Source: an optimization exercise on an open RTL-to-GDS flow (aim: small area). Production flows keep margins and buffers that such runs may drop.
Only simulation tests tie the RTL to the original design; equivalence was not proved.
No activity file was given, so power comes from the tool's default toggle rates.

==> flow/design.v (outline; a module is shown in full before it is edited, if it fits) <==
// module ascii2hex: 17 lines
// module hex2ascii: 6 lines
// module async_receiver: 80 lines
// module async_transmitter: 52 lines
// module tx_fifo: 41 lines
// module data_receiver: 366 lines
// module data_sender: 347 lines
// module clock_divider: 26 lines
// module shift_register_out: 30 lines
// module shift_register_in: 30 lines
// module spi_fsm_module: 275 lines
// module spi_multiple_single_output: 36 lines
// module dac8734_ctrl: 377 lines
module dac8734_ctrl(
    input  wire       clk,
    input  wire       reset,
    input  wire       uart_rxd,
    output wire       uart_txd,
    output wire       sck,
    output wire [7:0] cs,
    output wire       io_out,
    output wire       io_oe,
    output wire       ldac_n
);
  // ...
==> flow/run.sh <==
#!/bin/bash
# synth_recipe.tcl (not shown) runs the flow's synth.tcl, then flattens the netlist and writes it again
# the make line also repeats each setting of config.mk as NAME=value (left out here)
make -C /OpenROAD-flow-scripts/flow DESIGN_CONFIG=/design/flow/config.mk WORK_HOME=/design/flow/orfs CLKGATE_MAP_FILE= SYNTH_SCRIPT=/design/flow/synth_recipe.tcl finish
==> flow/config.mk <==
export PLATFORM = sky130hd
export DESIGN_NAME = dac8734_ctrl
export DESIGN_NICKNAME = dac8734_ctrl
export VERILOG_FILES = /design/flow/design.v
export SDC_FILE = /design/flow/constraint.sdc
export NUM_CORES = 4
export LEC_CHECK = 0
export CAP_MARGIN = 20
export CORE_MARGIN = 2
export CORE_UTILIZATION = 40
export SLEW_MARGIN = 20
==> flow/constraint.sdc <==
create_clock -name core_clock -period 10.0 [get_ports {clk}]
set_input_delay 2.0000 -clock core_clock [delete_from_list [all_inputs] [get_ports {clk}]]
set_output_delay 2.0000 -clock core_clock [all_outputs]
set_load 0.01 [all_outputs]
==> results.txt, run 1 <==
# TYPE chip_impl_metric gauge
chip_impl_info{name="outcome",value="finished clean"} 1
chip_impl_metric{name="io_pins",unit=""} 16
chip_impl_metric{name="fmax",unit="GHz"} 0.1915
chip_impl_metric{name="share_of_synthesized_area_occupied_by_flip_flops_and_latches",unit="%"} 55.96
chip_impl_metric{name="whs",unit="ps"} 411.6
chip_impl_metric{name="route.final.wire_length",unit="µm"} 278900
chip_impl_metric{name="area_growth_syn_to_layout",unit="%"} 11.40
chip_impl_metric{name="power_switching",unit="mW"} 6.470
chip_impl_metric{name="post_cts_resize_count",unit=""} 0
chip_impl_info{name="worst-setup-path-type",value="reg2reg"} 1
chip_impl_metric{name="muxShareOfSynthArea",unit="%"} 4.897
chip_impl_metric{name="clock_power",unit="mW"} 11.0
chip_impl_metric{name="route.detailed.wl_per_inst",unit="µm"} 18.79
chip_impl_metric{name="worst_path_largest_cell_delay",unit="ps"} 890
chip_impl_info{name="most_used_standard_cell_by_instance_count_after_synthesis",value="nand2_1"} 1
chip_impl_metric{name="buffers_plus_inverters_on_the_worst_setup_path",unit=""} 2
chip_impl_metric{name="first_iter_violations",unit=""} 7005
chip_impl_info{name="end_kind",value="flop"} 1
chip_impl_info{name="worstSetupStartpointType",value="flop"} 1
chip_impl_metric{name="seq_cell_power",unit="mW"} 11.9
chip_impl_metric{name="period_share",unit="%"} 52.21
chip_impl_metric{name="synth-seq-cells",unit=""} 2671
chip_impl_metric{name="initial_util",unit="%"} 40.28
chip_impl_metric{name="die_area",unit="µm²"} 265900
chip_impl_metric{name="postSynthNetCount",unit=""} 11637
chip_impl_info{name="mostFrequentLayoutCell",value="nand2_1"} 1
chip_impl_metric{name="finalCriticalPeriod",unit="ps"} 5221
chip_impl_metric{name="post-route-drc-count",unit=""} 0
chip_impl_info{name="clock-root-buffer",value="clkbuf_16"} 1
chip_impl_metric{name="power.internal",unit="mW"} 18.95
chip_impl_metric{name="clock_tree_area_fraction",unit="%"} 8.411
chip_impl_info{name="rsz_0062_raised_after_global_routing",value="no"} 1
chip_impl_metric{name="powerDensity",unit="nW/µm²"} 218.0
chip_impl_metric{name="timing_worst_slew_pin_value",unit="ps"} 1229
chip_impl_metric{name="syn_area",unit="µm²"} 104700
chip_impl_metric{name="multi_input_comb_area",unit="µm²"} 42330
chip_impl_metric{name="clk_path_buf_depth",unit=""} 4
chip_impl_info{name="critical_path.reg2reg.startpoint",value="receiver.CMD_Buffer[44]$_SDFFE_PP0P_"} 1
chip_impl_metric{name="die_w",unit="µm"} 515.6
chip_impl_metric{name="critPathArrivalTime",unit="ps"} 6060
chip_impl_metric{name="worstSkewPairLatency",unit="ps"} 940
chip_impl_metric{name="power.combinational.fraction",unit="%"} 10.1
==> module async_receiver, before the edit <==
module async_receiver(clk, rst, RxD, RxD_data_ready, RxD_data, RxD_endofpacket, RxD_idle);
input clk, rst, RxD;
output RxD_data_ready;   
output [7:0] RxD_data;
parameter ClkFrequency = 100000000;  
parameter Baud = 460800;
output RxD_endofpacket;   
output RxD_idle;   
parameter Baud8 = Baud*8;
parameter Baud8GeneratorAccWidth = 16;
wire [Baud8GeneratorAccWidth:0] Baud8GeneratorInc = ((Baud8<<(Baud8GeneratorAccWidth-7))+(ClkFrequency>>8))/(ClkFrequency>>7);
reg [Baud8GeneratorAccWidth:0] Baud8GeneratorAcc;
always @(posedge clk) if(rst) Baud8GeneratorAcc <= 0; else Baud8GeneratorAcc <= Baud8GeneratorAcc[Baud8GeneratorAccWidth-1:0] + Baud8GeneratorInc;
wire Baud8Tick = Baud8GeneratorAcc[Baud8GeneratorAccWidth];
reg [1:0] RxD_sync_inv;
always @(posedge clk) if(rst) RxD_sync_inv <= 0; else if(Baud8Tick) RxD_sync_inv <= {RxD_sync_inv[0], ~RxD};
reg [1:0] RxD_cnt_inv;
reg RxD_bit_inv;
always @(posedge clk)
if(rst)
begin
	RxD_cnt_inv <= 0;
	RxD_bit_inv <= 0;
end
else if(Baud8Tick)
begin
	if( RxD_sync_inv[1] && RxD_cnt_inv!=2'b11) RxD_cnt_inv <= RxD_cnt_inv + 2'h1;
	else 
	if(~RxD_sync_inv[1] && RxD_cnt_inv!=2'b00) RxD_cnt_inv <= RxD_cnt_inv - 2'h1;
	if(RxD_cnt_inv==2'b00) RxD_bit_inv <= 1'b0;
	else
	if(RxD_cnt_inv==2'b11) RxD_bit_inv <= 1'b1;
end
reg [3:0] state;
reg [3:0] bit_spacing;
wire next_bit = (bit_spacing==4'd10);
always @(posedge clk)
if(rst || state==0)
	bit_spacing <= 4'b0000;
else
if(Baud8Tick)
	bit_spacing <= {bit_spacing[2:0] + 4'b0001} | {bit_spacing[3], 3'b000};
always @(posedge clk)
if(rst)
	state <= 4'b0000;
else if(Baud8Tick)
case(state)
	4'b0000: if(RxD_bit_inv) state <= 4'b1000;   
	4'b1000: if(next_bit) state <= 4'b1001;   
	4'b1001: if(next_bit) state <= 4'b1010;   
	4'b1010: if(next_bit) state <= 4'b1011;   
	4'b1011: if(next_bit) state <= 4'b1100;   
	4'b1100: if(next_bit) state <= 4'b1101;   
	4'b1101: if(next_bit) state <= 4'b1110;   
	4'b1110: if(next_bit) state <= 4'b1111;   
	4'b1111: if(next_bit) state <= 4'b0001;   
	4'b0001: if(next_bit) state <= 4'b0000;   
	default: state <= 4'b0000;
endcase
reg [7:0] RxD_data;
always @(posedge clk)
if(rst) RxD_data <= 8'h00; else
if(Baud8Tick && next_bit && state[3]) RxD_data <= {~RxD_bit_inv, RxD_data[7:1]};
reg RxD_data_ready, RxD_data_error;
always @(posedge clk)
if(rst)
begin
	RxD_data_ready <= 1'b0;
	RxD_data_error <= 1'b0;
end
else
begin
	RxD_data_ready <= (Baud8Tick && next_bit && state==4'b0001 && ~RxD_bit_inv);   
	RxD_data_error <= (Baud8Tick && next_bit && state==4'b0001 &&  RxD_bit_inv);   
end
reg [4:0] gap_count;
always @(posedge clk) if (rst || state!=0) gap_count<=5'h00; else if(Baud8Tick & ~gap_count[4]) gap_count <= gap_count + 5'h01;
assign RxD_idle = gap_count[4];
reg RxD_endofpacket; always @(posedge clk) if (rst) RxD_endofpacket <= 1'b0; else RxD_endofpacket <= Baud8Tick & (gap_count==5'h0F);
endmodule
==> module async_transmitter, before the edit <==
module async_transmitter(clk, rst, TxD_start, TxD_data, TxD, TxD_busy);
input clk, rst, TxD_start;
input [7:0] TxD_data;
output TxD, TxD_busy;
parameter ClkFrequency = 25000000;	 
parameter Baud = 115200;
parameter RegisterInputData = 1;	 
parameter BaudGeneratorAccWidth = 16;
reg [BaudGeneratorAccWidth:0] BaudGeneratorAcc;
wire [BaudGeneratorAccWidth:0] BaudGeneratorInc = ((Baud<<(BaudGeneratorAccWidth-4))+(ClkFrequency>>5))/(ClkFrequency>>4);
wire BaudTick = BaudGeneratorAcc[BaudGeneratorAccWidth];
wire TxD_busy;
always @(posedge clk) if(rst) BaudGeneratorAcc <= 'h0; else if(TxD_busy) BaudGeneratorAcc <= BaudGeneratorAcc[BaudGeneratorAccWidth-1:0] + BaudGeneratorInc;
reg [3:0] state;
wire TxD_ready = (state==0);
assign TxD_busy = ~TxD_ready;
reg [7:0] TxD_dataReg;
always @(posedge clk) if(rst) TxD_dataReg <= 8'h00; else if(TxD_ready & TxD_start) TxD_dataReg <= TxD_data;
wire [7:0] TxD_dataD = RegisterInputData ? TxD_dataReg : TxD_data;
always @(posedge clk)
if(rst) state <= 4'b0000; else
case(state)
	4'b0000: if(TxD_start) state <= 4'b0001;
	4'b0001: if(BaudTick) state <= 4'b0100;
	4'b0100: if(BaudTick) state <= 4'b1000;   
	4'b1000: if(BaudTick) state <= 4'b1001;   
	4'b1001: if(BaudTick) state <= 4'b1010;   
	4'b1010: if(BaudTick) state <= 4'b1011;   
	4'b1011: if(BaudTick) state <= 4'b1100;   
	4'b1100: if(BaudTick) state <= 4'b1101;   
	4'b1101: if(BaudTick) state <= 4'b1110;   
	4'b1110: if(BaudTick) state <= 4'b1111;   
	4'b1111: if(BaudTick) state <= 4'b0010;   
	4'b0010: if(BaudTick) state <= 4'b0011;   
	4'b0011: if(BaudTick) state <= 4'b0000;   
	default: if(BaudTick) state <= 4'b0000;
endcase
reg muxbit;
always @( * )
case(state[2:0])
	3'd0: muxbit <= TxD_dataD[0];
	3'd1: muxbit <= TxD_dataD[1];
	3'd2: muxbit <= TxD_dataD[2];
	3'd3: muxbit <= TxD_dataD[3];
	3'd4: muxbit <= TxD_dataD[4];
	3'd5: muxbit <= TxD_dataD[5];
	3'd6: muxbit <= TxD_dataD[6];
	3'd7: muxbit <= TxD_dataD[7];
endcase
reg TxD;
always @(posedge clk) if(rst) TxD <= 1'b0; else TxD <= (state<4) | (state[3] & muxbit);   
endmodule
==> module tx_fifo, before the edit <==
module tx_fifo #(
    parameter DEPTH_LOG2 = 6
) (
    input  wire       clk,
    input  wire       rst,
    input  wire [7:0] din,
    input  wire       wr_en,
    input  wire       rd_en,
    output wire [7:0] dout,
    output wire       full,
    output reg        overflow,
    output wire       empty,
    output reg        underflow
);
reg [7:0] mem [0:(1<<DEPTH_LOG2)-1];
reg [DEPTH_LOG2:0] wr_ptr;
reg [DEPTH_LOG2:0] rd_ptr;
assign empty = (wr_ptr == rd_ptr);
assign full  = (wr_ptr[DEPTH_LOG2-1:0] == rd_ptr[DEPTH_LOG2-1:0]) && (wr_ptr[DEPTH_LOG2] != rd_ptr[DEPTH_LOG2]);
assign dout  = mem[rd_ptr[DEPTH_LOG2-1:0]];
always @(posedge clk) begin
    if (wr_en && !full && !rst)
        mem[wr_ptr[DEPTH_LOG2-1:0]] <= din;
end
always @(posedge clk) begin
    if (rst) begin
        wr_ptr <= 'd0;
        rd_ptr <= 'd0;
        overflow <= 1'b0;
        underflow <= 1'b0;
    end
    else begin
        overflow <= wr_en && full;
        underflow <= rd_en && empty;
        if (wr_en && !full)
            wr_ptr <= wr_ptr + 'd1;
        if (rd_en && !empty)
            rd_ptr <= rd_ptr + 'd1;
    end
end
endmodule
==> inputs of run 2 (changes only) <==
==> flow/design.v (replaced) <==
`timescale 1ns / 1ps
module ascii2hex(
    input [7:0] ascii_input,
    output [3:0] hex_output,
	 output error
    );
	wire [3:0] hex_data;
	assign hex_data = ((ascii_input >= "0") & (ascii_input <= "9"))? ascii_input - "0" :
								( 
									(ascii_input >= "A" & ascii_input <= "F") ? ascii_input - "A" + 8'hA :
									( 
										(ascii_input >= "a" & ascii_input <= "f") ? ascii_input - "a" + 8'hA : 4'h0
									)
								);
	assign hex_output = hex_data;
	assign error = (ascii_input < "0") | ((ascii_input > "9") & (ascii_input < "A")) | 
						((ascii_input > "F") & (ascii_input < "a")) | (ascii_input > "f");
endmodule
`timescale 1ns / 1ps
module hex2ascii(
    input [3:0] hex_input,
    output [7:0] ascii_output
    );
	assign ascii_output = ((hex_input < 4'hA) ? "0" : "A"-8'h0A) +{4'h0, hex_input};
endmodule
module async_receiver(clk, rst, RxD, RxD_data_ready, RxD_data);
input clk, rst, RxD;
output reg RxD_data_ready;   
output reg [7:0] RxD_data;
reg [11:0] acc;
reg Baud8Tick;
always @(posedge clk)
    if (rst) {Baud8Tick, acc} <= 13'd0;
    else {Baud8Tick, acc} <= {1'b0, acc} + 13'd151;
reg [1:0] RxD_sync_inv;
always @(posedge clk) if(rst) RxD_sync_inv <= 0; else if(Baud8Tick) RxD_sync_inv <= {RxD_sync_inv[0], ~RxD};
reg [1:0] RxD_cnt_inv;
reg RxD_bit_inv;
always @(posedge clk)
if(rst)
begin
	RxD_cnt_inv <= 0;
	RxD_bit_inv <= 0;
end
else if(Baud8Tick)
begin
	if( RxD_sync_inv[1] && RxD_cnt_inv!=2'b11) RxD_cnt_inv <= RxD_cnt_inv + 2'h1;
	else
	if(~RxD_sync_inv[1] && RxD_cnt_inv!=2'b00) RxD_cnt_inv <= RxD_cnt_inv - 2'h1;
	if(RxD_cnt_inv==2'b00) RxD_bit_inv <= 1'b0;
	else
	if(RxD_cnt_inv==2'b11) RxD_bit_inv <= 1'b1;
end
reg [3:0] state;
reg [3:0] bit_spacing;
wire next_bit = (bit_spacing==4'd10);
always @(posedge clk)
if(rst || state==0)
	bit_spacing <= 4'b0000;
else
if(Baud8Tick)
	bit_spacing <= {bit_spacing[2:0] + 4'b0001} | {bit_spacing[3], 3'b000};
always @(posedge clk)
if(rst)
	state <= 4'b0000;
else if(Baud8Tick)
case(state)
	4'b0000: if(RxD_bit_inv) state <= 4'b1000;   
	4'b1000: if(next_bit) state <= 4'b1001;   
	4'b1001: if(next_bit) state <= 4'b1010;   
	4'b1010: if(next_bit) state <= 4'b1011;   
	4'b1011: if(next_bit) state <= 4'b1100;   
	4'b1100: if(next_bit) state <= 4'b1101;   
	4'b1101: if(next_bit) state <= 4'b1110;   
	4'b1110: if(next_bit) state <= 4'b1111;   
	4'b1111: if(next_bit) state <= 4'b0001;   
	4'b0001: if(next_bit) state <= 4'b0000;   
	default: state <= 4'b0000;
endcase
always @(posedge clk)
if(rst) RxD_data <= 8'h00; else
if(Baud8Tick && next_bit && state[3]) RxD_data <= {~RxD_bit_inv, RxD_data[7:1]};
always @(posedge clk)
if(rst)
	RxD_data_ready <= 1'b0;
else
	RxD_data_ready <= (Baud8Tick && next_bit && state==4'b0001 && ~RxD_bit_inv);   
endmodule
module async_transmitter(clk, rst, TxD_start, TxD_data, TxD, TxD_busy);
input clk, rst, TxD_start;
input [7:0] TxD_data;
output TxD, TxD_busy;
reg [14:0] acc;
reg BaudTick;
wire TxD_busy;
always @(posedge clk)
    if (rst) {BaudTick, acc} <= 16'd0;
    else if (TxD_busy) {BaudTick, acc} <= {1'b0, acc} + 16'd151;
reg [3:0] state;
wire TxD_ready = (state==0);
assign TxD_busy = ~TxD_ready;
reg [7:0] TxD_dataReg;
always @(posedge clk) if(rst) TxD_dataReg <= 8'h00; else if(TxD_ready & TxD_start) TxD_dataReg <= TxD_data;
always @(posedge clk)
if(rst) state <= 4'b0000; else
case(state)
	4'b0000: if(TxD_start) state <= 4'b0001;
	4'b0001: if(BaudTick) state <= 4'b0100;
	4'b0100: if(BaudTick) state <= 4'b1000;   
	4'b1000: if(BaudTick) state <= 4'b1001;   
	4'b1001: if(BaudTick) state <= 4'b1010;   
	4'b1010: if(BaudTick) state <= 4'b1011;   
	4'b1011: if(BaudTick) state <= 4'b1100;   
	4'b1100: if(BaudTick) state <= 4'b1101;   
	4'b1101: if(BaudTick) state <= 4'b1110;   
	4'b1110: if(BaudTick) state <= 4'b1111;   
	4'b1111: if(BaudTick) state <= 4'b0010;   
	4'b0010: if(BaudTick) state <= 4'b0011;   
	4'b0011: if(BaudTick) state <= 4'b0000;   
	default: if(BaudTick) state <= 4'b0000;
endcase
wire muxbit = TxD_dataReg[state[2:0]];
reg TxD;
always @(posedge clk) if(rst) TxD <= 1'b0; else TxD <= (state<4) | (state[3] & muxbit);
endmodule
`timescale 1ns / 1ps
module tx_fifo #(
    parameter DEPTH_LOG2 = 6
) (
    input  wire       clk,
    input  wire       rst,
    input  wire [7:0] din,
    input  wire       wr_en,
    input  wire       rd_en,
    output wire [7:0] dout,
    output wire       empty
);
reg [7:0] mem [0:(1<<DEPTH_LOG2)-1];
reg [DEPTH_LOG2:0] wr_ptr;
reg [DEPTH_LOG2:0] rd_ptr;
wire full = (wr_ptr[DEPTH_LOG2-1:0] == rd_ptr[DEPTH_LOG2-1:0]) && (wr_ptr[DEPTH_LOG2] != rd_ptr[DEPTH_LOG2]);
assign empty = (wr_ptr == rd_ptr);
assign dout  = mem[rd_ptr[DEPTH_LOG2-1:0]];
always @(posedge clk) begin
    if (wr_en && !full && !rst)
        mem[wr_ptr[DEPTH_LOG2-1:0]] <= din;
end
always @(posedge clk) begin
    if (rst) begin
        wr_ptr <= 'd0;
        rd_ptr <= 'd0;
    end
    else begin
        if (wr_en && !full)
            wr_ptr <= wr_ptr + 'd1;
        if (rd_en && !empty)
            rd_ptr <= rd_ptr + 'd1;
    end
end
endmodule
`timescale 1ns / 1ps
module data_receiver
    #(
      parameter BTF_RX_BUFFER_COUNT_WIDTH = 6,
      parameter BTF_RX_BUFFER_BYTES = 32,
      parameter BTF_RX_BUFFER_WIDTH = 8 * BTF_RX_BUFFER_BYTES
      )
    (
    input RxD,
    input clk,
    input rst,
    output reg [BTF_RX_BUFFER_WIDTH-1:0] BTF_Buffer,
    output reg [BTF_RX_BUFFER_COUNT_WIDTH-1:0] BTF_Length,
    output [13:0] CMD_Hit,           
    output CMD_Ready,
    output esc_char_detected,
    output reg [1:0] esc_char,       
    output reg wrong_format
    );
	wire [7:0] usbdata ;
	wire usbready ;
	async_receiver RXUSB(.clk(clk), .rst(rst), .RxD(RxD), .RxD_data_ready(usbready), .RxD_data(usbdata));
	wire [3:0] hexadecimal_value;
	wire non_hexadecimal;
	ascii2hex ascii2hex_moudule(.ascii_input(usbdata), .hex_output(hexadecimal_value), .error(non_hexadecimal));
    wire is_dle = (usbdata == 8'h10);
    wire is_C = (usbdata == "C");
    wire is_R = (usbdata == "R");
    wire is_T = (usbdata == "T");
    wire is_A = (usbdata == "A");
    wire is_W = (usbdata == "W");
    reg esc_detect;    
    reg esc_found;     
    assign esc_char_detected = esc_found;
    always @ (posedge clk)
        if (rst) begin
            esc_detect <= 1'b0;
            esc_found <= 1'b0;
        end
        else begin
            esc_found <= 1'b0;
            if (esc_found) begin
                esc_detect <= 1'b0;
            end
            else if (usbready) begin
                if (!esc_detect) begin
                    esc_detect <= is_dle;
                end
                else begin
                    esc_detect <= 1'b0;
                    esc_found <= is_C | is_R | is_A | is_W;
                end
            end
        end
    always @ (posedge clk)
        if (usbready & esc_detect & ~esc_found)
            esc_char <= {is_A | is_W, is_R | is_W};
	reg [3:0] main_state;
	localparam MAIN_IDLE = 4'h0;
	localparam MAIN_BTF_READ_NUM_DIGITS = 4'h1;
	localparam MAIN_BTF_READ_BYTE_COUNT = 4'h2;
	localparam MAIN_BTF_READ_RAW_DATA = 4'h3;
    localparam MAIN_BTF_READ_RAW_DATA_ESC_DETECTED = 4'h4;
	localparam MAIN_BTF_CHECK_TERMINATOR = 4'h5;
	localparam MAIN_BTF_EXECUTION = 4'h6;
    localparam MAIN_CMD_READ_BYTE_COUNT = 4'h7;
    localparam MAIN_CMD_READ_ASCII_STRING = 4'h8;
    localparam MAIN_CMD_READ_ASCII_STRING_ESC_DETECTED = 4'h9;
	localparam MAIN_CMD_CHECK_TERMINATOR = 4'ha;
	localparam MAIN_CMD_EXECUTION = 4'hb;
    localparam MAIN_ESC_CHAR_DETECTED = 4'hc;
    localparam MAIN_WRONG_FORMAT = 4'hd;
    localparam MAIN_IDLE_FIRST_ESC_DETECTED = 4'he;
	reg [3:0] btf_num_digits;
	reg [BTF_RX_BUFFER_COUNT_WIDTH-1:0] btf_byte_count;
	reg [BTF_RX_BUFFER_COUNT_WIDTH-1:0] btf_actual_byte_count;
    reg [BTF_RX_BUFFER_WIDTH-1:0] BTF_RXBuffer;
    reg [3:0] cmd_byte_count;
    reg [3:0] cmd_actual_byte_count;
    reg term_ptr;    
    assign CMD_Ready = (main_state == MAIN_CMD_EXECUTION);
    wire term_ok = (usbdata == (term_ptr ? 8'd10 : 8'd13));
    localparam NCMD = 14;
    localparam [8*14-1:0] S1  = "*IDN?";
    localparam [8*14-1:0] S2  = {8'h10, "TEST", 8'h10};
    localparam [8*14-1:0] S3  = "WRITE REG";
    localparam [8*14-1:0] S4  = "SET CONFIG";
    localparam [8*14-1:0] S5  = "RESET";
    localparam [8*14-1:0] S6  = "LDAC";
    localparam [8*14-1:0] S7  = "LDAC LENGTH";
    localparam [8*14-1:0] S8  = "ADJ INTENSITY";
    localparam [8*14-1:0] S9  = "READ INTENSITY";
    localparam [8*14-1:0] S10 = "CAPTURE BTF";
    localparam [8*14-1:0] S11 = "BTF READ COUNT";
    localparam [8*14-1:0] S12 = "READ BTF";
    localparam [8*14-1:0] S13 = "UPDATE BITS";
    localparam [8*14-1:0] S14 = "READ BITS";
    localparam [8*14*NCMD-1:0] SALL = {S14, S13, S12, S11, S10, S9, S8, S7, S6, S5, S4, S3, S2, S1};
    localparam [4*NCMD-1:0] LALL = {4'd9, 4'd11, 4'd8, 4'd14, 4'd11, 4'd14, 4'd13, 4'd11, 4'd4, 4'd5, 4'd10, 4'd9, 4'd6, 4'd5};
    reg [NCMD-1:0] cmd_match;
    wire [NCMD-1:0] cmd_match_next;
    wire [NCMD-1:0] cmd_hit;
    genvar gk, gp;
    generate
        for (gk = 0; gk < NCMD; gk = gk + 1) begin : match_gen
            localparam [3:0] LEN = LALL[4*gk +: 4];
            wire [LEN-1:0] pos_ok;
            for (gp = 0; gp < LEN; gp = gp + 1) begin : pos_gen
                assign pos_ok[gp] = (cmd_actual_byte_count == gp) &&
                                    (usbdata == SALL[8*14*gk + 8*(LEN-1-gp) +: 8]);
            end
            assign cmd_match_next[gk] = cmd_match[gk] & (|pos_ok);
            assign cmd_hit[gk] = cmd_match[gk] & (cmd_actual_byte_count == LEN);
        end
    endgenerate
    assign CMD_Hit = cmd_hit;
    always @ (posedge clk)
        if (rst) begin
            main_state <= MAIN_IDLE;
            wrong_format <= 1'b0;
            BTF_RXBuffer <= 0;
            BTF_Buffer <= 0;
            BTF_Length <= 0;
            btf_num_digits <= 0;
            btf_byte_count <= 0;
            btf_actual_byte_count <= 0;
            cmd_byte_count <= 0;
            cmd_actual_byte_count <= 0;
            term_ptr <= 1'b0;
        end
        else if (esc_char_detected == 1'b1) begin
            main_state <= MAIN_ESC_CHAR_DETECTED;
            wrong_format <= 1'b0;
        end
        else begin
            case (main_state)
                MAIN_IDLE: begin
                        wrong_format <= 1'b0;
                        if (usbready == 1) begin
                            if (usbdata[7:0] == "#")
                                main_state <= MAIN_BTF_READ_NUM_DIGITS;
                            else if (usbdata[7:0] == "!")
                                main_state <=  MAIN_CMD_READ_BYTE_COUNT;
                            else if (is_dle)
                                main_state <=  MAIN_IDLE_FIRST_ESC_DETECTED;
                            else
                                main_state <= MAIN_WRONG_FORMAT;
                        end
                    end
                MAIN_IDLE_FIRST_ESC_DETECTED:
                    if (usbready == 1) begin
                        if (!(is_C | is_R | is_T | is_A | is_W))
                            main_state <= MAIN_WRONG_FORMAT;
                        else
                            main_state <= MAIN_IDLE;
                    end
                MAIN_BTF_READ_NUM_DIGITS:
                    if (usbready == 1) begin
                        if (non_hexadecimal == 0) begin
                            btf_num_digits[3:0] <= hexadecimal_value[3:0];
                            main_state <= MAIN_BTF_READ_BYTE_COUNT;
                            btf_byte_count <= 0;
                        end
                        else
                            main_state <= MAIN_WRONG_FORMAT;
                    end
                MAIN_BTF_READ_BYTE_COUNT:
                    if  (usbready == 1) begin
                        if (non_hexadecimal == 0) begin
                            btf_byte_count <= {btf_byte_count[BTF_RX_BUFFER_COUNT_WIDTH-1-4:0], hexadecimal_value[3:0]};
                            btf_num_digits[3:0] <= btf_num_digits[3:0] - 'h1;
                            if (btf_num_digits[3:0] == 'h1) begin
                                main_state <= MAIN_BTF_READ_RAW_DATA;
                                btf_actual_byte_count <= 'h0;
                            end
                        end
                        else
                            main_state <= MAIN_WRONG_FORMAT;
                    end
                MAIN_BTF_READ_RAW_DATA:
                    if  (usbready == 1) begin
                        BTF_RXBuffer <= {BTF_RXBuffer[BTF_RX_BUFFER_WIDTH-1-8:0], usbdata[7:0]};
                        btf_byte_count <= btf_byte_count - 'h1;
                        btf_actual_byte_count <= btf_actual_byte_count + 'h1;
                        if (is_dle)
                            main_state <= MAIN_BTF_READ_RAW_DATA_ESC_DETECTED;
                        else if (btf_byte_count == 'h1) begin
                            main_state <= MAIN_BTF_CHECK_TERMINATOR;
                            term_ptr <= 1'b0;
                        end
                    end
                MAIN_BTF_READ_RAW_DATA_ESC_DETECTED:
                    if  (usbready == 1) begin
                        if (is_dle) begin
                            if (btf_byte_count == 'h0) begin
                                main_state <= MAIN_BTF_CHECK_TERMINATOR;
                                term_ptr <= 1'b0;
                            end
                            else
                                main_state <= MAIN_BTF_READ_RAW_DATA;
                        end
                        else
                            main_state <= MAIN_WRONG_FORMAT;
                    end
                MAIN_BTF_CHECK_TERMINATOR:
                    if  (usbready == 1) begin
                        if (term_ok) begin
                            if (term_ptr) begin
                                main_state <= MAIN_BTF_EXECUTION;
                                term_ptr <= 1'b0;
                                BTF_Buffer <= BTF_RXBuffer;
                                BTF_Length <= btf_actual_byte_count;
                            end
                            else
                                term_ptr <= 1'b1;
                        end
                        else
                            main_state <= MAIN_WRONG_FORMAT;
                    end
                MAIN_BTF_EXECUTION:
                    main_state <= MAIN_IDLE;
                MAIN_CMD_READ_BYTE_COUNT:
                    if  (usbready == 1'b1) begin
                        if (non_hexadecimal == 1'b0) begin
                            cmd_byte_count[3:0] <= hexadecimal_value[3:0];
                            main_state <= MAIN_CMD_READ_ASCII_STRING;
                            cmd_actual_byte_count[3:0] <= 'd0;
                        end
                        else
                            main_state <= MAIN_WRONG_FORMAT;
                    end
                MAIN_CMD_READ_ASCII_STRING:
                    if  (usbready == 1) begin
                        cmd_byte_count[3:0] <= cmd_byte_count[3:0] - 'd1;
                        cmd_actual_byte_count[3:0] <= cmd_actual_byte_count[3:0] + 'd1;
                        if (is_dle)
                            main_state <= MAIN_CMD_READ_ASCII_STRING_ESC_DETECTED;
                        else if (cmd_byte_count[3:0] == 'd1) begin
                            main_state <= MAIN_CMD_CHECK_TERMINATOR;
                            term_ptr <= 1'b0;
                        end
                    end
                MAIN_CMD_READ_ASCII_STRING_ESC_DETECTED:
                    if  (usbready == 1) begin
                        if (is_dle) begin
                            if (cmd_byte_count[3:0] == 'd0) begin
                                main_state <= MAIN_CMD_CHECK_TERMINATOR;
                                term_ptr <= 1'b0;
                            end
                            else
                                main_state <= MAIN_CMD_READ_ASCII_STRING;
                        end
                        else
                            main_state <= MAIN_WRONG_FORMAT;
                    end
                MAIN_CMD_CHECK_TERMINATOR:
                    if  (usbready == 1) begin
                        if (term_ok) begin
                            if (term_ptr) begin
                                main_state <= MAIN_CMD_EXECUTION;
                                term_ptr <= 1'b0;
                            end
                            else
                                term_ptr <= 1'b1;
                        end
                        else
                            main_state <= MAIN_WRONG_FORMAT;
                    end
                MAIN_CMD_EXECUTION:
                    main_state <= MAIN_IDLE;
                MAIN_ESC_CHAR_DETECTED:
                    main_state <= MAIN_IDLE;
                MAIN_WRONG_FORMAT: begin
                        wrong_format <= 1'b1;
                        main_state <= MAIN_IDLE;
                    end
                default:
                    main_state <= MAIN_IDLE;
            endcase
        end
    always @ (posedge clk)
        if (!rst && !esc_char_detected && usbready) begin
            if (main_state == MAIN_CMD_READ_BYTE_COUNT)
                cmd_match <= {NCMD{1'b1}};
            else if (main_state == MAIN_CMD_READ_ASCII_STRING)
                cmd_match <= cmd_match_next;
        end
endmodule
`timescale 1ns / 1ps
module data_sender
(
    input clk,
    input rst,
    output TxD,
    input esc_char_detected,
    input [1:0] esc_char,             
    input wrong_format,
    input [2:0] tx1_kind,
    input TX_buffer1_ready,
    input TX_buffer2_ready,
    input [255:0] BTF_capture,
    input [5:0] BTF_read_count,
    input [5:0] BTF_Length,
    input [7:0] LED_intensity,
    input [31:0] patterns
);
    localparam [2:0] K_WF = 3'd0, K_RSTAT = 3'd1, K_IDN = 3'd2, K_TEST = 3'd3,
                     K_WLEN = 3'd4, K_LED = 3'd5, K_UNK = 3'd6, K_PAT = 3'd7;
	reg TX_buffer1_ready_delay;
	reg TX_buffer2_ready_delay;
	wire TX_buffer1_PosEdge = TX_buffer1_ready & ~TX_buffer1_ready_delay;
	wire TX_buffer2_PosEdge = TX_buffer2_ready & ~TX_buffer2_ready_delay;
    always @ (posedge clk)
        if (rst) begin
            TX_buffer1_ready_delay <= 1'b0;
            TX_buffer2_ready_delay <= 1'b0;
        end
        else begin
            TX_buffer1_ready_delay <= TX_buffer1_ready;
            TX_buffer2_ready_delay <= TX_buffer2_ready;
        end
    reg reset_FIFO;
    reg [7:0] FIFO_din;
    reg FIFO_wr_en;
    reg FIFO_rd_en;
    wire [7:0] FIFO_dout;
    wire FIFO_empty;
    tx_fifo transmitter_FIFO(
    .clk(clk),
    .rst(reset_FIFO | rst),
    .din(FIFO_din),
    .wr_en(FIFO_wr_en),
    .rd_en(FIFO_rd_en),
    .dout(FIFO_dout),
    .empty(FIFO_empty)
  );
    reg [2:0] kind;
    reg [6:0] idx;       
    reg [1:0] TERMINATOR_CURRENT_CHAR_POINTER;
    wire [7:0] TERMINATOR_CURRENT_CHAR = (TERMINATOR_CURRENT_CHAR_POINTER == 2'd0) ? 8'h0d :
                                         (TERMINATOR_CURRENT_CHAR_POINTER == 2'd1) ? 8'h0a : 8'h00;
    function [7:0] hexc(input [3:0] v);
        hexc = ((v < 4'hA) ? "0" : "A"-8'h0A) + {4'h0, v};
    endfunction
    function [7:0] str_byte(input [8*14-1:0] s, input [3:0] n, input [3:0] i);
        str_byte = s[8*(n-1-i) +: 8];
    endfunction
    reg [7:0] b1_byte;
    reg [4:0] b1_len;
    always @(*) begin
        b1_byte = 8'h00;
        b1_len = 5'd0;
        case (kind)
            K_WF: begin
                b1_len = 5'd14;
                b1_byte = str_byte("!CWrong format", 4'd14, idx[3:0]);
            end
            K_RSTAT: begin
                b1_len = 5'd5;
                case (idx[2:0])
                    3'd0: b1_byte = patterns[31:24];
                    3'd1: b1_byte = patterns[23:16];
                    3'd2: b1_byte = patterns[15:8];
                    3'd3: b1_byte = patterns[7:0];
                    default: b1_byte = 8'h00;
                endcase
            end
            K_IDN: begin
                b1_len = 5'd11;
                b1_byte = str_byte("!9DAC v1_10", 4'd11, idx[3:0]);
            end
            K_TEST: begin
                b1_len = 5'd12;
                b1_byte = str_byte("!ATest rec'd", 4'd12, idx[3:0]);
            end
            K_WLEN: begin
                b1_len = 5'd15;
                b1_byte = (idx[3:0] == 4'd14) ? {2'b00, BTF_Length} : str_byte("!DWrong length", 4'd14, idx[3:0]);
            end
            K_LED: begin
                b1_len = 5'd3;
                b1_byte = (idx[1:0] == 2'd0) ? "!" : (idx[1:0] == 2'd1) ? "1" : LED_intensity;
            end
            K_UNK: begin
                b1_len = 5'd13;
                b1_byte = str_byte("!BUnknown CMD", 4'd13, idx[3:0]);
            end
            K_PAT: begin
                b1_len = 5'd6;
                case (idx[2:0])
                    3'd0: b1_byte = "!";
                    3'd1: b1_byte = "4";
                    3'd2: b1_byte = patterns[31:24];
                    3'd3: b1_byte = patterns[23:16];
                    3'd4: b1_byte = patterns[15:8];
                    default: b1_byte = patterns[7:0];
                endcase
            end
        endcase
    end
    wire b1_more = (idx[4:0] != b1_len);
    reg [7:0] b2_byte;
    always @(*) begin
        if (idx[6]) begin
            case (idx[2:0])
                3'd3: b2_byte = "#";
                3'd4: b2_byte = "3";
                3'd5: b2_byte = "0";
                3'd6: b2_byte = hexc({2'b00, BTF_read_count[5:4]});
                default: b2_byte = hexc(BTF_read_count[3:0]);
            endcase
        end
        else if (idx[5])
            b2_byte = 8'h00;
        else
            b2_byte = BTF_capture[8*(31-idx[4:0]) +: 8];
    end
    wire b2_more = (idx != {1'b0, BTF_read_count});
	localparam [3:0] MAIN_FIFO_INITIALIZE = 4'd0;
	localparam [3:0] MAIN_FIFO_INITIALIZE_WAIT = 4'd1;
	localparam [3:0] MAIN_IDLE = 4'd2;
    localparam [3:0] MAIN_ESC_CHAR_SEND = 4'd3;
    localparam [3:0] MAIN_SEND_FINISH = 4'd4;
	localparam [3:0] MAIN_BUFFER1_SEND = 4'd5;
	localparam [3:0] MAIN_BUFFER2_SEND = 4'd6;
	localparam [3:0] MAIN_SEND_TERMINATOR = 4'd7;
    localparam [3:0] MAIN_ESC_DETECTED = 4'd8;
	reg [3:0] main_state;
    reg [1:0] esc_char_latch;
    reg esc_already_encountered;
    reg [3:0] FIFO_reset_wait_counter;
    wire [7:0] head = (main_state == MAIN_BUFFER2_SEND) ? b2_byte : b1_byte;
    wire more = (main_state == MAIN_BUFFER2_SEND) ? b2_more : b1_more;
    always @ (posedge clk)
        if (rst) begin
            main_state <= MAIN_FIFO_INITIALIZE;
            esc_char_latch <= 2'd0;
            FIFO_reset_wait_counter <= 4'd15;
            esc_already_encountered <= 1'b0;
            reset_FIFO <= 1'b0;
            FIFO_din <= 8'h00;
            FIFO_wr_en <= 1'b0;
            TERMINATOR_CURRENT_CHAR_POINTER <= 'd0;
        end
        else if (esc_char_detected == 1'b1) begin
            if (esc_char != 2'd2) begin    
                reset_FIFO <= 1'b1;
                FIFO_wr_en <= 1'b0;
                esc_char_latch <= esc_char;
                main_state <= MAIN_ESC_DETECTED;
                FIFO_reset_wait_counter <= 4'd15;
            end
        end
        else begin
            case (main_state)
                MAIN_FIFO_INITIALIZE: begin
                        main_state <= MAIN_FIFO_INITIALIZE_WAIT;
                        reset_FIFO <= 1'b1;
                        FIFO_wr_en <= 1'b0;
                        FIFO_reset_wait_counter <= 4'd15;
                    end
                MAIN_FIFO_INITIALIZE_WAIT: begin
                        reset_FIFO <= 1'b0;
                        if (FIFO_reset_wait_counter == 'd0)
                            main_state <= MAIN_IDLE;
                        else
                            FIFO_reset_wait_counter <= FIFO_reset_wait_counter - 'd1;
                    end
                MAIN_IDLE:
                    if (wrong_format == 1'b1) begin
                        main_state <= MAIN_BUFFER1_SEND;
                        kind <= K_WF;
                        idx <= 7'd0;
                    end
                    else if (TX_buffer1_PosEdge == 1'b1) begin
                        main_state <= MAIN_BUFFER1_SEND;
                        kind <= tx1_kind;
                        idx <= 7'd0;
                    end
                    else if (TX_buffer2_PosEdge == 1'b1) begin
                        main_state <= MAIN_BUFFER2_SEND;
                        idx <= 7'd123;
                        esc_already_encountered <= 1'b0;
                    end
                MAIN_ESC_DETECTED: begin
                        reset_FIFO <= 1'b0;
                        if (FIFO_reset_wait_counter == 'd0) begin
                            main_state <= MAIN_ESC_CHAR_SEND;
                            FIFO_din <= 8'h10;
                            FIFO_wr_en <= 1'b1;
                        end
                        else
                            FIFO_reset_wait_counter <= FIFO_reset_wait_counter - 'd1;
                    end
                MAIN_ESC_CHAR_SEND: begin
                        FIFO_din <= (esc_char_latch == 2'd0) ? "C" : (esc_char_latch == 2'd1) ? "R" : "W";
                        FIFO_wr_en <= 1'b1;
                        if (esc_char_latch == 2'd1) begin
                            main_state <= MAIN_BUFFER1_SEND;
                            kind <= K_RSTAT;
                            idx <= 7'd0;
                            TERMINATOR_CURRENT_CHAR_POINTER <= 'd0;
                        end
                        else
                            main_state <= MAIN_SEND_FINISH;
                    end
                MAIN_SEND_FINISH: begin
                        main_state <= MAIN_IDLE;
                        FIFO_wr_en <= 1'b0;
                    end
                MAIN_BUFFER1_SEND, MAIN_BUFFER2_SEND:
                    if (more) begin
                        FIFO_din <= head;
                        FIFO_wr_en <= 1'b1;
                        TERMINATOR_CURRENT_CHAR_POINTER <= 'd0;
                        if ((head == 8'h10) && (esc_already_encountered == 1'b0))
                            esc_already_encountered <= 1'b1;
                        else begin
                            esc_already_encountered <= 1'b0;
                            idx <= idx + 7'd1;
                        end
                    end
                    else begin
                        main_state <= MAIN_SEND_TERMINATOR;
                        FIFO_din <= TERMINATOR_CURRENT_CHAR;
                        FIFO_wr_en <= 1'b1;
                        TERMINATOR_CURRENT_CHAR_POINTER <= TERMINATOR_CURRENT_CHAR_POINTER + 'd1;
                    end
                MAIN_SEND_TERMINATOR:
                    if (TERMINATOR_CURRENT_CHAR_POINTER == 2'd2) begin
                        main_state <= MAIN_IDLE;
                        FIFO_din <= TERMINATOR_CURRENT_CHAR;
                        FIFO_wr_en <= 1'b0;
                        TERMINATOR_CURRENT_CHAR_POINTER <= 'd0;
                    end
                    else begin
                        FIFO_din <= TERMINATOR_CURRENT_CHAR;
                        FIFO_wr_en <= 1'b1;
                        TERMINATOR_CURRENT_CHAR_POINTER <= TERMINATOR_CURRENT_CHAR_POINTER + 'd1;
                    end
                default:
                    main_state <= MAIN_IDLE;
		endcase
	end
	wire TxD_busy;
	reg TxD_start;
	async_transmitter TXUSB(.clk(clk), .rst(rst), .TxD(TxD), .TxD_busy(TxD_busy), .TxD_start(TxD_start),
									.TxD_data(FIFO_dout));
	reg [1:0] transmitter_state;
	localparam [1:0] TX_IDLE = 2'd0;
	localparam [1:0] TX_WAIT1 = 2'd1;
	localparam [1:0] TX_WAIT2 = 2'd2;
    always @ (posedge clk)
        if (rst) begin
            transmitter_state <= TX_IDLE;
            TxD_start <= 1'b0;
            FIFO_rd_en <= 1'b0;
        end
        else
        case (transmitter_state)
            TX_IDLE:
                if (FIFO_empty != 1'b1) begin
                    TxD_start <= 1'b1;
                    transmitter_state <= TX_WAIT1;
                end
                else
                    TxD_start <= 1'b0;
            TX_WAIT1:
                begin
                    TxD_start <= 1'b0;
                    FIFO_rd_en <= 1'b1;
                    transmitter_state <= TX_WAIT2;
                end
            TX_WAIT2:
                begin
                    FIFO_rd_en <= 1'b0;
                    if (TxD_busy == 1'b0)
                        transmitter_state <= TX_IDLE;
                end
            default:
                transmitter_state <= TX_IDLE;
		endcase
endmodule
`timescale 1ns / 1ps
module clock_divider(
    input wire CLK100MHZ,
    input wire reset,
    input wire [7:0] divide,
    input wire count_enable,
    output wire count_end
    );
reg[7:0] count;
assign count_end = (count == 8'h0);
always @(posedge CLK100MHZ) begin
    if(reset) begin
        count[7:0] <= 8'h0;
    end
    else begin
        if(count_enable == 1'b1) begin
            count[7:0] <= count[7:0] - 8'h1;
            if( count[7:0] == 8'h0 ) begin
                count[7:0] <= {1'b0,divide[7:1]} - 8'h1;
            end
        end
        else begin
            count[7:0] <= {1'b0,divide[7:1]} - 8'h1;
        end
    end
end
endmodule
`timescale 1ns / 1ps
module shift_register_out(
    input wire CLK100MHZ,
    input wire reset,
    input wire lsb_first,
    input wire data_load,
    input wire [31:0] data_in,
    input wire write,
    output wire sdo
    );
reg [33:0] data;
assign sdo = (lsb_first)? data[0]:data[33];
always @(posedge CLK100MHZ) begin
    if(reset) begin
        data[33:0] <= 34'h0;
    end
    else begin
        if(write == 1'b1) begin
            data[33:0] <= {1'b0,data_in[31:0],1'b0};
        end
        else if(data_load == 1'b1) begin
            if( lsb_first == 1'b1 ) begin
                data[33:0] <= {1'b0, data[33:1]};
            end
            else begin
                data[33:0] <= {data[32:0], 1'b0};
            end
        end
    end
end
endmodule
`timescale 1ns / 1ps
module shift_register_in(
    input wire CLK100MHZ,
    input wire reset,
    input wire lsb_first,
    input wire data_load,
    input wire sdi,
    input wire clear_register,
    output wire [31:0] data_out
    );
reg[31:0] data;
assign data_out[31:0] = data[31:0];
always@(posedge CLK100MHZ) begin
    if(reset) begin
        data[31:0] <= 32'h0;
    end
    else begin
        if( clear_register == 1'b1) begin
            data[31:0] <= 32'b0;
        end
        else if(data_load == 1'b1) begin
            if(lsb_first == 1'b1) begin
                data[31:0] <= {data[30:0], sdi};
            end
            else begin
                data[31:0] <= {sdi,data[31:1]};
            end
        end
    end
end
endmodule
`timescale 1ns / 1ps
module spi_fsm_module
#(
    parameter NUM_CS = 1
)
(
    input  wire CLK100MHZ,
    input  wire reset,
    input  wire [31:0] spi_word,
    input  wire spi_config_selected,
    input  wire spi_data_selected,
    output wire busy,
    output wire sdo,
    output wire cpol,
    output wire cspol,
    output wire slave_en,
    output wire cs_next,
    output wire sck_next,
    output wire[NUM_CS-1:0] cs_val
);
reg config_lsb_first;
reg config_slave_en;
reg config_end_spi;
reg[7:0] config_cs;
reg[4:0] config_length;
reg config_cspol;
reg config_cpol;
reg config_cpha;
reg[7:0] clk_div;
reg busy_state;
reg spi_start;
reg [4:0] data_remain;
reg data_load;
reg sck_next_state;
reg cs_next_state;
reg spi_counter_state;
reg initialize_reg;
wire spi_counter_end;
wire reduced_config_cpha = config_cpha ^ config_slave_en;
localparam [2:0] IDLE = 3'd0, LOW = 3'd1, HIGH = 3'd2, WAIT_LOW = 3'd3,
                 LAST_HIGH = 3'd4, LAST_LOW = 3'd5, EXTEND_LOW = 3'd6;
reg [2:0] spi_fsm_state;
assign busy = busy_state;
assign cpol = config_cpol;
assign cspol = config_cspol;
assign slave_en = config_slave_en;
assign cs_next = cs_next_state;
assign sck_next = sck_next_state;
assign cs_val[NUM_CS-1:0] = config_cs[NUM_CS-1:0];
clock_divider clock_divider_0 (
    .CLK100MHZ(CLK100MHZ),
    .reset(reset),
    .divide(clk_div),
    .count_enable(spi_counter_state),
    .count_end(spi_counter_end)
);
shift_register_out shift_register_out_0(
    .CLK100MHZ(CLK100MHZ),
    .reset(reset),
    .lsb_first(config_lsb_first),
    .data_load(data_load),
    .data_in(spi_word),
    .write(initialize_reg),
    .sdo(sdo)
);
always @(posedge CLK100MHZ) begin
    if(reset) begin
        spi_start <= 1'b0;
        {config_lsb_first, config_slave_en, config_end_spi, config_cs, config_length, config_cspol, config_cpol, config_cpha, clk_div} <= 27'h0;
    end
    else begin
        if( spi_config_selected & ~busy_state) begin
            {config_lsb_first, config_slave_en, config_end_spi} <= spi_word[31:29];
            {config_cs, config_length, config_cspol, config_cpol, config_cpha, clk_div} <= spi_word[23:0];
        end
        spi_start <= spi_data_selected & ~busy_state;
    end
end
always @(posedge CLK100MHZ) begin
    if(reset) begin
        busy_state <= 1'b0;
        spi_fsm_state <= IDLE;
        data_remain[4:0] <= 5'h0;
        data_load <= 1'b0;
        sck_next_state <= 1'b0;
        cs_next_state <= 1'b0;
        spi_counter_state <= 1'b0;
        initialize_reg <= 1'b0;
    end
    else begin
        case(spi_fsm_state)
            IDLE:
            begin
                data_remain[4:0] <= config_length[4:0];
                if(spi_start == 1'b1) begin
                    busy_state <= 1'b1;
                    cs_next_state <= 1'b1;
                    if(reduced_config_cpha == 1'b0) begin
                        data_load <= 1'b1;
                        spi_fsm_state <= LOW;
                    end
                    else begin
                        data_load <= 1'b0;
                        spi_fsm_state <= EXTEND_LOW;
                    end
                    spi_counter_state <= 1'b1;
                    sck_next_state <= 1'b0;
                    initialize_reg <= 1'b0;
                end
                else begin
                    cs_next_state <= 1'b0;
                    sck_next_state <= 1'b0;
                    busy_state <= spi_data_selected;
                    data_load <= 1'b0;
                    spi_counter_state <= 1'b0;
                    initialize_reg <= 1'b1;
                end
            end
            LOW:
            begin
                initialize_reg <= 1'b0;
                if(spi_counter_end == 1'b1) begin
                    spi_fsm_state <= (data_remain[4:0] == 5'h0) ? LAST_HIGH : HIGH;
                    sck_next_state <= 1'b1;
                    data_load <= reduced_config_cpha;
                end
                else begin
                    sck_next_state <= 1'b0;
                    data_load <= 1'b0;
                end
            end
            HIGH:
            begin
                if( spi_counter_end == 1'b1 ) begin
                    data_remain[4:0] <= data_remain[4:0] - 5'h1;
                    spi_fsm_state <= LOW;
                    data_load <= ~reduced_config_cpha;
                    sck_next_state <= 1'b0;
                end
                else begin
                    sck_next_state <= 1'b1;
                    data_load <= 1'b0;
                end
            end
            WAIT_LOW:
            begin
                data_remain[4:0] <= config_length[4:0];
                if(spi_start == 1'b1) begin
                    busy_state <= 1'b1;
                    if(reduced_config_cpha == 1'b0) begin
                        spi_fsm_state <= LOW;
                        data_load <= 1'b1;
                    end
                    else begin
                        spi_fsm_state <= EXTEND_LOW;
                        data_load <= 1'b0;
                    end
                    spi_counter_state <= 1'b1;
                    initialize_reg <= 1'b0;
                    sck_next_state <= 1'b0;
                end
                else begin
                    initialize_reg <= 1'b1;
                    spi_counter_state <= 1'b0;
                    busy_state <= 1'b0;
                    data_load <= 1'b0;
                    sck_next_state <= 1'b0;
                end
            end
            LAST_HIGH:
            begin
                if(spi_counter_end == 1'b1) begin
                    spi_fsm_state <= LAST_LOW;
                    if( reduced_config_cpha == 1'b1 )
                        data_load <= 1'b0;
                    else if( config_slave_en == 1'b0)
                        data_load <= 1'b1;
                    sck_next_state <= 1'b0;
                end
                else begin
                    sck_next_state <= 1'b1;
                    data_load <= 1'b0;
                end
            end
            LAST_LOW:
            begin
                sck_next_state <= 1'b0;
                data_load <= 1'b0;
                if(spi_counter_end == 1'b1) begin
                    busy_state <= 1'b1;
                    if(config_end_spi == 1'b1) begin
                        spi_fsm_state <= IDLE;
                        cs_next_state <= 1'b0;
                    end
                    else
                        spi_fsm_state <= WAIT_LOW;
                end
            end
            EXTEND_LOW:
            begin
                initialize_reg <= 1'b0;
                sck_next_state <= 1'b0;
                data_load <= 1'b0;
                if(spi_counter_end == 1'b1)
                    spi_fsm_state <= LOW;
            end
            default: ;
        endcase
    end
end
endmodule
`timescale 1ns / 1ps
module spi_multiple_single_output
#(
    parameter NUM_CS = 1
)
(
    input wire CLK100MHZ,
    input wire cpol,
    input wire cspol,
    input wire slave_en,
    input wire cs_next,
    input wire sdo,
    input wire sck_next,
    input wire [NUM_CS - 1:0]cs_val,
    output wire io_out,
    output wire io_oe,
    output wire sck,
    output wire [NUM_CS - 1:0] cs
);
genvar i;
reg sck_buffer;
reg[NUM_CS -1 :0] cs_buffer;
generate
    for (i = 0; i < NUM_CS; i = i + 1) begin : io_buf_gen
        always @(posedge CLK100MHZ) begin
            cs_buffer[i] <= ~ ( cspol ^( cs_next && cs_val[i] ));
        end
    end
endgenerate
assign io_out = sdo;
assign io_oe = ~slave_en;
assign sck = sck_buffer;
assign cs[NUM_CS-1:0] = cs_buffer[NUM_CS-1:0];
always @(posedge CLK100MHZ) begin
    sck_buffer <= sck_next ^ cpol;
end
endmodule
`timescale 1ns / 1ps
module dac8734_ctrl(
    input  wire       clk,
    input  wire       reset,
    input  wire       uart_rxd,
    output wire       uart_txd,
    output wire       sck,
    output wire [7:0] cs,
    output wire       io_out,
    output wire       io_oe,
    output wire       ldac_n
);
localparam NUM_CS = 8;
localparam C_IDN = 0, C_TEST = 1, C_WRITE_REG = 2, C_SET_CONFIG = 3, C_RESET = 4,
           C_LDAC = 5, C_LDAC_LENGTH = 6, C_ADJ_INTENSITY = 7, C_READ_INTENSITY = 8,
           C_CAPTURE_BTF = 9, C_BTF_READ_COUNT = 10, C_READ_BTF = 11,
           C_UPDATE_BITS = 12, C_READ_BITS = 13;
localparam [2:0] K_IDN = 3'd2, K_TEST = 3'd3, K_WLEN = 3'd4, K_LED = 3'd5,
                 K_UNK = 3'd6, K_PAT = 3'd7;
wire [255:0] BTF_Buffer;
wire [5:0] BTF_Length;
wire [13:0] CMD_Hit;
wire CMD_Ready;
wire esc_char_detected;
wire [1:0] esc_char;
wire wrong_format;
data_receiver receiver(
    .RxD                                (uart_rxd),
    .clk                                (clk),
    .rst                                (reset),
    .BTF_Buffer                         (BTF_Buffer),
    .BTF_Length                         (BTF_Length),
    .CMD_Hit                            (CMD_Hit),
    .CMD_Ready                          (CMD_Ready),
    .esc_char_detected                  (esc_char_detected),
    .esc_char                           (esc_char),
    .wrong_format                       (wrong_format)
);
reg [2:0] tx1_kind;
reg TX_buffer1_ready;
reg TX_buffer2_ready;
reg [255:0] BTF_capture;
reg [5:0] BTF_read_count;
reg [7:0] LED_intensity;
reg [31:0] patterns;
data_sender sender(
    .clk                                    (clk),
    .rst                                    (reset),
    .TxD                                    (uart_txd),
    .esc_char_detected                      (esc_char_detected),
    .esc_char                               (esc_char),
    .wrong_format                           (wrong_format),
    .tx1_kind                               (tx1_kind),
    .TX_buffer1_ready                       (TX_buffer1_ready),
    .TX_buffer2_ready                       (TX_buffer2_ready),
    .BTF_capture                            (BTF_capture),
    .BTF_read_count                         (BTF_read_count),
    .BTF_Length                             (BTF_Length),
    .LED_intensity                          (LED_intensity),
    .patterns                               (patterns)
);
reg spi_reset;
reg spi_config_selected;
reg spi_data_selected;
wire busy;
wire sdo;
wire cpol;
wire cspol;
wire slave_en;
wire cs_next;
wire sck_next;
wire [NUM_CS-1:0] cs_val;
spi_fsm_module #(
    .NUM_CS                              (NUM_CS)
) spi_fsm_inst (
    .CLK100MHZ                           (clk),
    .reset                               (spi_reset | reset),
    .spi_word                            (BTF_Buffer[31:0]),
    .spi_config_selected                 (spi_config_selected),
    .spi_data_selected                   (spi_data_selected),
    .busy                                (busy),
    .sdo                                 (sdo),
    .cpol                                (cpol),
    .cspol                               (cspol),
    .slave_en                            (slave_en),
    .cs_next                             (cs_next),
    .sck_next                            (sck_next),
    .cs_val                              (cs_val)
);
spi_multiple_single_output #(
    .NUM_CS                              (NUM_CS)
) spi_mso_inst (
    .CLK100MHZ                           (clk),
    .cpol                                (cpol),
    .cspol                               (cspol),
    .slave_en                            (slave_en),
    .cs_next                             (cs_next),
    .sdo                                 (sdo),
    .sck_next                            (sck_next),
    .cs_val                              (cs_val),
    .io_out                              (io_out),
    .io_oe                               (io_oe),
    .sck                                 (sck),
    .cs                                  (cs)
);
reg ldac_bar;
assign ldac_n = ldac_bar;
reg [7:0] ldac_length;
reg [7:0] ldac_pause_count;
wire [31:0] pattern_masks = BTF_Buffer[63:32];
wire [31:0] pattern_data = BTF_Buffer[31:0];
localparam [2:0] MAIN_IDLE = 3'd0,
                 MAIN_SPI_CONFIG = 3'd1,
                 MAIN_RESET = 3'd2,
                 MAIN_DAC_WAIT_FOR_BUSY_ON = 3'd3,
                 MAIN_DAC_WAIT_FOR_BUSY_OFF = 3'd4,
                 MAIN_DAC_LDAC_PAUSE = 3'd5,
                 MAIN_DAC_LDAC_OFF = 3'd6,
                 MAIN_UNKNOWN_CMD = 3'd7;
reg [2:0] main_state;
always @ (posedge clk) begin
    if (reset) begin
        main_state <= MAIN_IDLE;
        patterns <= 'd0;
        TX_buffer1_ready <= 1'b0;
        TX_buffer2_ready <= 1'b0;
        LED_intensity <= 8'd0;
        spi_reset <= 1'b0;
        spi_config_selected <= 1'b0;
        spi_data_selected <= 1'b0;
        ldac_bar <= 1'b1;
        ldac_length <= 8'd40;
        ldac_pause_count <= 8'd0;
        BTF_capture <= 'd0;
        BTF_read_count <= 'd0;
    end
    else if (esc_char_detected == 1'b1) begin
        if (esc_char == 2'd0) begin    
            TX_buffer1_ready <= 1'b0;
            TX_buffer2_ready <= 1'b0;
            main_state <= MAIN_IDLE;
            spi_reset <= 1'b0;
            spi_config_selected <= 1'b0;
            spi_data_selected <= 1'b0;
        end
    end
    else begin
        case (main_state)
            MAIN_IDLE: begin
                spi_config_selected <= 1'b0;
                spi_data_selected <= 1'b0;
                if (CMD_Ready == 1'b1) begin
                    if (CMD_Hit[C_IDN]) begin
                        tx1_kind <= K_IDN;
                        TX_buffer1_ready <= 1'b1;
                    end
                    else if (CMD_Hit[C_TEST]) begin
                        tx1_kind <= K_TEST;
                        TX_buffer1_ready <= 1'b1;
                    end
                    else if (CMD_Hit[C_WRITE_REG]) begin
                        if (BTF_Length != 6'd4) begin
                            tx1_kind <= K_WLEN;
                            TX_buffer1_ready <= 1'b1;
                        end
                        else if (busy != 1'b1) begin
                            main_state <= MAIN_DAC_WAIT_FOR_BUSY_ON;
                            spi_data_selected <= 1'b1;
                        end
                    end
                    else if (CMD_Hit[C_SET_CONFIG]) begin
                        if (BTF_Length != 6'd8) begin
                            tx1_kind <= K_WLEN;
                            TX_buffer1_ready <= 1'b1;
                        end
                        else if (busy != 1'b1) begin
                            main_state <= MAIN_SPI_CONFIG;
                            spi_config_selected <= 1'b1;
                        end
                    end
                    else if (CMD_Hit[C_RESET]) begin
                        spi_reset <= 1'b1;
                        main_state <= MAIN_RESET;
                    end
                    else if (CMD_Hit[C_LDAC]) begin
                        ldac_bar <= 1'b0;
                        ldac_pause_count <= ldac_length;
                        main_state <= MAIN_DAC_LDAC_PAUSE;
                    end
                    else if (CMD_Hit[C_LDAC_LENGTH]) begin
                        ldac_length <= BTF_Buffer[7:0];
                    end
                    else if (CMD_Hit[C_ADJ_INTENSITY]) begin
                        LED_intensity <= BTF_Buffer[7:0];
                    end
                    else if (CMD_Hit[C_READ_INTENSITY]) begin
                        tx1_kind <= K_LED;
                        TX_buffer1_ready <= 1'b1;
                    end
                    else if (CMD_Hit[C_CAPTURE_BTF]) begin
                        BTF_capture <= BTF_Buffer;
                    end
                    else if (CMD_Hit[C_BTF_READ_COUNT]) begin
                        BTF_read_count <= BTF_Buffer[5:0];
                    end
                    else if (CMD_Hit[C_READ_BTF]) begin
                        TX_buffer2_ready <= 1'b1;
                    end
                    else if (CMD_Hit[C_UPDATE_BITS]) begin
                        patterns <= (patterns & ~pattern_masks) | (pattern_masks & pattern_data);
                    end
                    else if (CMD_Hit[C_READ_BITS]) begin
                        tx1_kind <= K_PAT;
                        TX_buffer1_ready <= 1'b1;
                    end
                    else begin
                        main_state <= MAIN_UNKNOWN_CMD;
                    end
                end
                else begin
                    TX_buffer1_ready <= 1'b0;
                    TX_buffer2_ready <= 1'b0;
                end
            end
            MAIN_DAC_WAIT_FOR_BUSY_ON: begin
                spi_data_selected <= 1'b0;
                if (busy != 1'b1)
                    main_state <= MAIN_DAC_WAIT_FOR_BUSY_OFF;
            end
            MAIN_DAC_WAIT_FOR_BUSY_OFF: begin
                if (busy != 1'b1)
                    main_state <= MAIN_IDLE;
            end
            MAIN_SPI_CONFIG : begin
                if (busy != 1'b1)
                    main_state <= MAIN_IDLE;
            end
            MAIN_DAC_LDAC_PAUSE: begin
                if (ldac_pause_count == 0)
                    main_state <= MAIN_DAC_LDAC_OFF;
                ldac_pause_count <= ldac_pause_count - 'd1;
            end
            MAIN_DAC_LDAC_OFF: begin
                ldac_bar <= 1'b1;
                main_state <= MAIN_IDLE;
            end
            MAIN_RESET: begin
                spi_reset <= 1'b0;
                main_state <= MAIN_IDLE;
            end
            MAIN_UNKNOWN_CMD: begin
                tx1_kind <= K_UNK;
                TX_buffer1_ready <= 1'b1;
                main_state <= MAIN_IDLE;
            end
        endcase
    end
end
endmodule
==> flow/config.mk (replaced) <==
export PLATFORM = sky130hd
export DESIGN_NAME = dac8734_ctrl
export DESIGN_NICKNAME = dac8734_ctrl
export VERILOG_FILES = /design/flow/design.v
export SDC_FILE = /design/flow/constraint.sdc
export NUM_CORES = 4
export LEC_CHECK = 0
export ABC_AREA = 1
export CAP_MARGIN = 20
export CORE_MARGIN = 2
export CORE_UTILIZATION = 40
export SLEW_MARGIN = 20
==> results.txt, run 2 <==
# TYPE chip_impl_metric gauge
chip_impl_info{name="outcome",value="finished clean"} 1
chip_impl_info{name="rsz_0062_raised_after_global_routing",value="no"} 1
chip_impl_info{name="most-common-layout-cells",value="1,163 x o21ai_0, 1,084 x nor2_1, 1,065 x dfxtp_1"} 1
chip_impl_metric{name="timing_worst_slew_pin_value",unit="ps"} 1097
chip_impl_metric{name="whs",unit="ps"} 420.5
chip_impl_metric{name="area_growth_syn_to_layout",unit="%"} 10.26
chip_impl_metric{name="fin_area",unit="µm²"} 75660
chip_impl_metric{name="route.final.wire_length",unit="µm"} 187400
chip_impl_metric{name="share_of_synthesized_area_occupied_by_flip_flops_and_latches",unit="%"} 55.06
chip_impl_metric{name="die_area",unit="µm²"} 174900
chip_impl_metric{name="share_of_flip_flops_with_an_asynchronous_set_or_reset_after_synthesis",unit="%"} 0
chip_impl_metric{name="final.setup.worst_slack",unit="ps"} 5249
chip_impl_metric{name="final_hold_viol_count",unit=""} 0
chip_impl_metric{name="post_dp_cell_area",unit="µm²"} 70130
chip_impl_info{name="worstSetupStartpointType",value="flop"} 1
chip_impl_metric{name="initial_util",unit="%"} 40.14
chip_impl_metric{name="worstSkewPairLatency",unit="ps"} 810
chip_impl_info{name="worst-setup-path-type",value="reg2reg"} 1
chip_impl_metric{name="drive_gt1_share",unit="%"} 4.442
chip_impl_metric{name="layout.filler_cells",unit=""} 16816
chip_impl_metric{name="first_iter_violations",unit=""} 4832
chip_impl_metric{name="die_w",unit="µm"} 418.2
chip_impl_metric{name="gp_congestion",unit=""} 0.9391
chip_impl_metric{name="synth-seq-cells",unit=""} 1617
chip_impl_metric{name="post_cts_resize_count",unit=""} 0
chip_impl_info{name="most_used_standard_cell_by_instance_count_after_synthesis",value="o21ai_0"} 1
chip_impl_metric{name="critPathArrivalTime",unit="ps"} 5230
chip_impl_info{name="mostFrequentLayoutCell",value="o21ai_0"} 1
chip_impl_metric{name="clk_path_buf_depth",unit=""} 3
chip_impl_metric{name="route.detailed.wl_per_inst",unit="µm"} 18.28
chip_impl_metric{name="viasPerCell",unit=""} 5.353
chip_impl_metric{name="period_share",unit="%"} 47.51
chip_impl_metric{name="finalCriticalPeriod",unit="ps"} 4751
chip_impl_info{name="min_path_type",value="reg2reg"} 1
chip_impl_metric{name="cts_hold_repair.buffers",unit=""} 0
chip_impl_metric{name="fmax",unit="GHz"} 0.2105
chip_impl_info{name="clock-root-buffer",value="clkbuf_16"} 1
chip_impl_metric{name="postSynthNetCount",unit=""} 8219
chip_impl_metric{name="powerDensity",unit="nW/µm²"} 194.1
chip_impl_metric{name="syn_area",unit="µm²"} 68630
chip_impl_metric{name="io_pins",unit=""} 16
chip_impl_metric{name="die_height",unit="µm"} 418.2
chip_impl_metric{name="placementRows",unit=""} 152
chip_impl_metric{name="drt_pass_1_iters",unit=""} 6
chip_impl_metric{name="ctsHtreeMaxLevel",unit=""} 4
chip_impl_metric{name="post-route-drc-count",unit=""} 0
chip_impl_info{name="end_kind",value="flop"} 1
chip_impl_metric{name="slew_headroom",unit="%"} 26.87
chip_impl_metric{name="drv.max_cap_violation_count",unit=""} 0
-- run 2: cell count changes in the layout (fill, tap and decap cells not counted), sizes merged, moves of 170 or more --
cell,change
o21ai,+1041
inv,+849
nor2,+193
dfxtp,-1083
mux4,-170
a21oi,-823
a311oi,-274
nand2,-2581
clkbuf,-175
nand3,+182
-- run 2: layout make-up --
| class | count | area (µm²) | share of cell area, % |
|---|---|---|---|
| clock inverters | 58 | 514.2 | 0.6796 |
| repair buffers | 74 | 705.7 | 0.9326 |
| multi-input cells | 5093 | 25350 | 33.51 |
| inverters | 929 | 3505 | 4.632 |
| clock buffers | 244 | 4986 | 6.590 |
| diodes | 1 | 2.502 | 0.003307 |
| flip-flops and latches | 1617 | 37810 | 49.96 |
| well taps | 2233 | 2794 | 3.693 |
-- run 2: cells by family (layout without fill, tap and decap cells) --
logic type / count (synthesis) / after routing / share of synthesized area (%)
compound gates: 2587 / 2587 / 21.02
simple gates: 2412 / 2412 / 14.33
flops: 1617 / 1617 / 55.06
buf+inv: 1446 / 1305 / 8.044
fa+ha+maj: 60 / 60 / 1.105
xor+xnor: 34 / 34 / 0.4339
other cells: 0 / 1 / 0
-- run 2: metal layers --
layer / global-route usage, % / share of wire, %
met1: 28.61 / 46
met2: 34.84 / 47
met3: 2.841 / 4.8
met4: 6.052 / 2.5
met5: 0 / 0
-- run 2: critical path: stages (launching register included) --
cell and delay [ps]:
edfxtp_1 400, buf_4 380, buf_4 610, ha_1 370, ha_1 710, nor2_1 230, nand3_1 390, inv_1 180
nand2_1 90, nand3_1 120, nand2_1 110, nor2_1 40, nand3_1 80, nand2_1 50, nand2_1 100, nor2_1 40
nand3_1 110, nand3_1 130, inv_1 250
-- run 2: report_power, final --
group | internal, mW | leakage [nW] | switching [mW] | total (mW)
Sequential | 6.91 | 13.7 | 0.0999 | 7.01
Clock | 3.64 | 2.70 | 2.61 | 6.25
Combinational | 0.393 | 10.2 | 1.03 | 1.43
-- run 2: path summary, 6_finish.rpt --
path,cells after the start,slack (ps),end,startpoint
max,18,5250,sender.idx[2]$_DFFE_PP_,sender.idx[1]$_DFFE_PP_
min,1,420,receiver.RXUSB.acc[0]$_SDFF_PP0_,receiver.RXUSB.acc[0]$_SDFF_PP0_
min reg2reg,1,420,receiver.RXUSB.acc[0]$_SDFF_PP0_,receiver.RXUSB.acc[0]$_SDFF_PP0_
max reg2reg,18,5250,sender.idx[2]$_DFFE_PP_,sender.idx[1]$_DFFE_PP_
-- run 2: metrics by stage --
step | util (%) | cells
2_1_floorplan | - | 8156
3_3_place_gp | 41.02 | 9945
3_5_place_dp | 41.02 | 9945
4_1_cts | 44.24 | 10247
5_1_grt | 44.25 | 10249
6_report | 44.25 | 10249

==> what the ideal ports hide <==
No port has a modelled driver above. Below, the same layouts with a new extraction and two added sets of constraints.
Step 1, drivers: a clkbuf_16 drives clk and a buf_2 each remaining input, both assumed.
Step 2, shift: input delay + t, output delay - t, t = (earliest + latest rising clock arrival at the registers) / 2. This alone moves slack from input paths to output paths.
Three values: ideal ports, drivers, drivers and shift; two values: the first two.
| run | shift t [ns] | setup slack, ns | worst setup path at the end |
|---|---|---|---|
| run 1 | 0.985 | 4.779 / 4.779 / 4.446 | input to register |
| run 2 | 0.876 | 5.249 / 5.249 / 5.248 | input to register |
After both steps setup and hold are still met in every run listed. For run 1, which loses most, drivers alone change the setup slack by 0.000 ns; drivers and shift together by -0.333 ns.
